This design comes from an exercise in tuning for small area, a short achievable clock period and few clock cycles per item on the open sky130 flow, not from production work. In this exercise RTL edits were held to simulation tests only and were not proved equivalent to the original. Power figures rest on the tool's default switching activity, not on a simulated workload.

// execute_divide
module execute_divide(input wire              clk,
                      input wire              reset,
                      input wire              enable,
                      input wire 	      unsigned_div,
                      output wire             done,
                      input wire [32-1:0] in_a,
                      input wire [32-1:0] in_b,
                      output reg [32-1:0] out,
                      output reg              ov
                      );
   reg                                         st_idle;
   reg                                         st_neg;
   reg                                         st_prep;
   reg                                         st_iter;
   reg                                         st_zero;
   reg                                         st_done;
   reg [32:0]                                  R;      
   reg [31:0]                                  D;      
   reg [4:0]                                   lza;    
   reg [4:0]                                   lzb;    
   reg                                         b_neg;  
   reg                                         sub;    
   reg                                         negate;  
   reg                                         inv_q;   
   function [4:0] lzc(input [31:0] x);
      reg [31:0] y;
      reg [3:0]  q;
  ...
For scale: ~120 flip-flops, roughly 100 I/O pins, about 0.011 mm² of cells after synthesis.
==> flow/config.mk <==
export PLATFORM = sky130hd
export DESIGN_NAME = execute_divide
export DESIGN_NICKNAME = execute_divide
export VERILOG_FILES = /design/flow/design.v
export SDC_FILE = /design/flow/constraint.sdc
export NUM_CORES = 4
export LEC_CHECK = 0
export CAP_MARGIN = 20
export CORE_MARGIN = 2
export CORE_UTILIZATION = 55
export CTS_BUF_LIST = sky130_fd_sc_hd__clkbuf_8
export GPL_ROUTABILITY_DRIVEN = 0
export PLACE_DENSITY = 0.75
export SETUP_SLACK_MARGIN = 3.5
export SLEW_MARGIN = 20
==> flow/constraint.sdc <==
create_clock -name core_clock -period 7.0 [get_ports {clk}]
set_input_delay 1.4000 -clock core_clock [delete_from_list [all_inputs] [get_ports {clk}]]
set_output_delay 1.4000 -clock core_clock [all_outputs]
set_load 0.01 [all_outputs]
run.sh (not shown) runs the stock make flow with config.mk's settings and CLKGATE_MAP_FILE= SYNTH_SCRIPT=/design/flow/synth_recipe.tcl, a recipe that flattens the netlist after the stock synthesis.
The starting point produced a clean layout.
Testbench counts at the start, summed over its fixed seeds: cycles 31,717, items 3,200.
Edit:
CORE_UTILIZATION = 50   (was 55)
GPL_ROUTABILITY_DRIVEN = unset   (was 0)
PLACE_DENSITY = 0.7   (was 0.75)
Utilization decreases by 6.4 points.
Synthesized cell count does not change.
Die area is higher by 9.7%.
Critical path depth does not change.
Worst hold slack got worse by 0.0055 ns.
Cell area is about the same.
Total power drops by 0.40%.
Count of clock-buffer cells in the layout does not change.
Routed wire length went up by 2.5%.
Setup slack is better by 0.081 ns.
Flip-flop and latch count does not change.
Edit:
CORE_UTILIZATION = 55   (was 50)
PLACE_DENSITY = 0.75   (was 0.7)
SETUP_SLACK_MARGIN = 3.4   (was 3.5)
What happened: Sequential power is higher by about 0.6%; cell count went down by 1.1%; clock-buffer cell count stays the same; routed wire length decreases by 1.3%.


## pepper
Another version of the RTL of execute_divide (not shown whole).
For scale: roughly 1300 cells after synthesis, about 100 I/O pins, about 10000 um^2 of cells after synthesis.
// execute_divide
module execute_divide(input wire              clk,
                      input wire              reset,
                      input wire              enable,
                      input wire 	      unsigned_div,
                      output wire             done,
                      input wire [32-1:0] in_a,
                      input wire [32-1:0] in_b,
                      output reg [32-1:0] out,
                      output reg              ov
                      );
make LEC_CHECK=0 CAP_MARGIN=20 CORE_MARGIN=2 CORE_UTILIZATION=40 SETUP_SLACK_MARGIN=3.9 SLEW_MARGIN=20 finish   # period 7.0 ns
pepper closes out successfully: all stages finished, all timing, DRC and antenna checks passed.
Testbench counts of pepper, summed over its fixed seeds: cycles 32,040, items 3,200.
diff inputs: pepper => onyx
Settings: a change of CORE_UTILIZATION from 40 to 65; a change of SETUP_SLACK_MARGIN from 3.9 to 3.5; an added PLACE_DENSITY of 0.85.
Taking pepper as the reference, in onyx critical path depth went down by 2; full die area went down by 38%; initial antenna violation count went down by 2; sequential power went down by about 0.5%; met3 wire length went up by about 80%.
Lower time the final worst path needs with I/O delays and setup among onyx and pepper: pepper
The routability-driven placement congestion ratio of onyx exceeds that of pepper by about 3%.
NOTE final cell count pepper->onyx decreased by a little under 10%
The ratio of final minimum period to clock period reported for onyx is greater than that of pepper by 4.8 points.
Diff onyx and pepper: actual transition at the worst max-transition pin higher in pepper
Compared with pepper, onyx shows vertical die dimension that has gone down by more than 10%.


Another version of the RTL of execute_divide (not shown whole).
For scale: about 100 I/O pins, about 12000 sq um of cells after synthesis.
==> flow/design.v (excerpt) <==
module execute_divide(input wire              clk,
                      input wire              reset,
                      input wire              enable,
                      input wire 	      unsigned_div,
                      output wire             done,
                      input wire [32-1:0] in_a,
                      input wire [32-1:0] in_b,
                      output reg [32-1:0] out,
                      output reg              ov
                      );
   reg                                         st_idle;
   reg                                         st_neg;
   reg                                         st_prep;
   reg                                         st_iter;
   reg                                         st_done;
   reg [32:0]                                  R;      
   reg [31:0]                                  D;      
   reg [4:0]                                   lza;    
   reg [4:0]                                   lzb;    
   reg [4:0]                                   count;  
   reg                                         b_neg;  
   reg                                         negate;
   function [4:0] lzc(input [31:0] x);
      reg [31:0] y;
      reg [3:0]  q;
      reg [7:0]  nz;
      reg [15:0] l;
      reg        found;
      integer    g;
      begin
         y = x | 32'h1;
         for (g = 0; g < 8; g = g + 1) begin
            q = y[4*g +: 4];
            nz[g] = |q;
            l[2*g +: 2] = q[3] ? 2'd0 : q[2] ? 2'd1 : q[1] ? 2'd2 : 2'd3;
         end
         lzc = 5'd31;
         found = 0;
         for (g = 7; g >= 0; g = g - 1)
           if (!found && nz[g]) begin
              lzc = {3'd7 - g[2:0], l[2*g +: 2]};
              found = 1;
           end
      end
   endfunction
   function [32:0] add33(input [32:0] x, input [32:0] y, input c);
      reg [33:0] g, p, gn, pn, p0;
      integer    i, lvl, d;
      begin
         g = {x & y, c};
  ...
make LEC_CHECK=0 CAP_MARGIN=20 CORE_MARGIN=2 CORE_UTILIZATION=40 SETUP_SLACK_MARGIN=3.5 SLEW_MARGIN=20 finish   # period 7.0 ns
The starting point finished with timing, DRC and antenna clean.
Testbench counts at the start, summed over its fixed seeds: cycles 31,700, items 3,200.
Next try:
--- a/flow/config.mk
+++ b/flow/config.mk
@@ -10 +10 @@
-export CORE_UTILIZATION = 40
+export CORE_UTILIZATION = 55
The new run passed the timing, DRC and antenna checks.
Count of clock-buffer cells in the layout rises by 1.
Setup slack is worse by 0.064 ns.
Synthesized area does not change.
Flip-flop and latch count is unchanged.
Global-route usage grows by 10 points.
Final cell count is lower by 6.3%.
Combinational power barely changes.

==> what the ideal ports hide <==
The flow's constraints put no driver on any port. The routed layouts listed below were extracted and timed again, unchanged, in two steps. Step 1 sets driving cells, clkbuf_16 on the clock port and buf_2 on the other inputs (assumed; they add their load-dependent delay and slew). Step 2 moves the port delays by t, midway between the first and last clock arrival at a register: inputs arrive t later, outputs are due t later. That takes back most of the time a late clock gives input paths. Three values: ideal ports, drivers, drivers and shift; two values: the first two.
run	t (ns)	setup WS [ns]	clock arrival spread, ns	worst data-port slew with drivers (ns)
the first run of note 1	0.506	3.504 / 3.517 / 3.012	0.021 / 0.021	0.04
the second run of note 1	0.502	3.585 / 3.599 / 3.097	0.017 / 0.017	0.04
the third run of note 1	0.490	3.485 / 3.499 / 3.009	0.018 / 0.017	0.04
pepper	0.477	3.658 / 3.658 / 3.306	0.011 / 0.011	0.10
onyx	0.481	3.326 / 3.326 / 2.952	0.011 / 0.012	0.06
the first run of note 3	0.484	3.493 / 3.441 / 3.077	0.014 / 0.014	0.04
the second run of note 3	0.467	3.429 / 3.380 / 3.118	0.014 / 0.015	0.05
After both steps setup and hold are still met in every run listed. For the first run of note 1, which loses most, drivers alone change the setup slack by +0.013 ns; drivers and shift together by -0.492 ns.
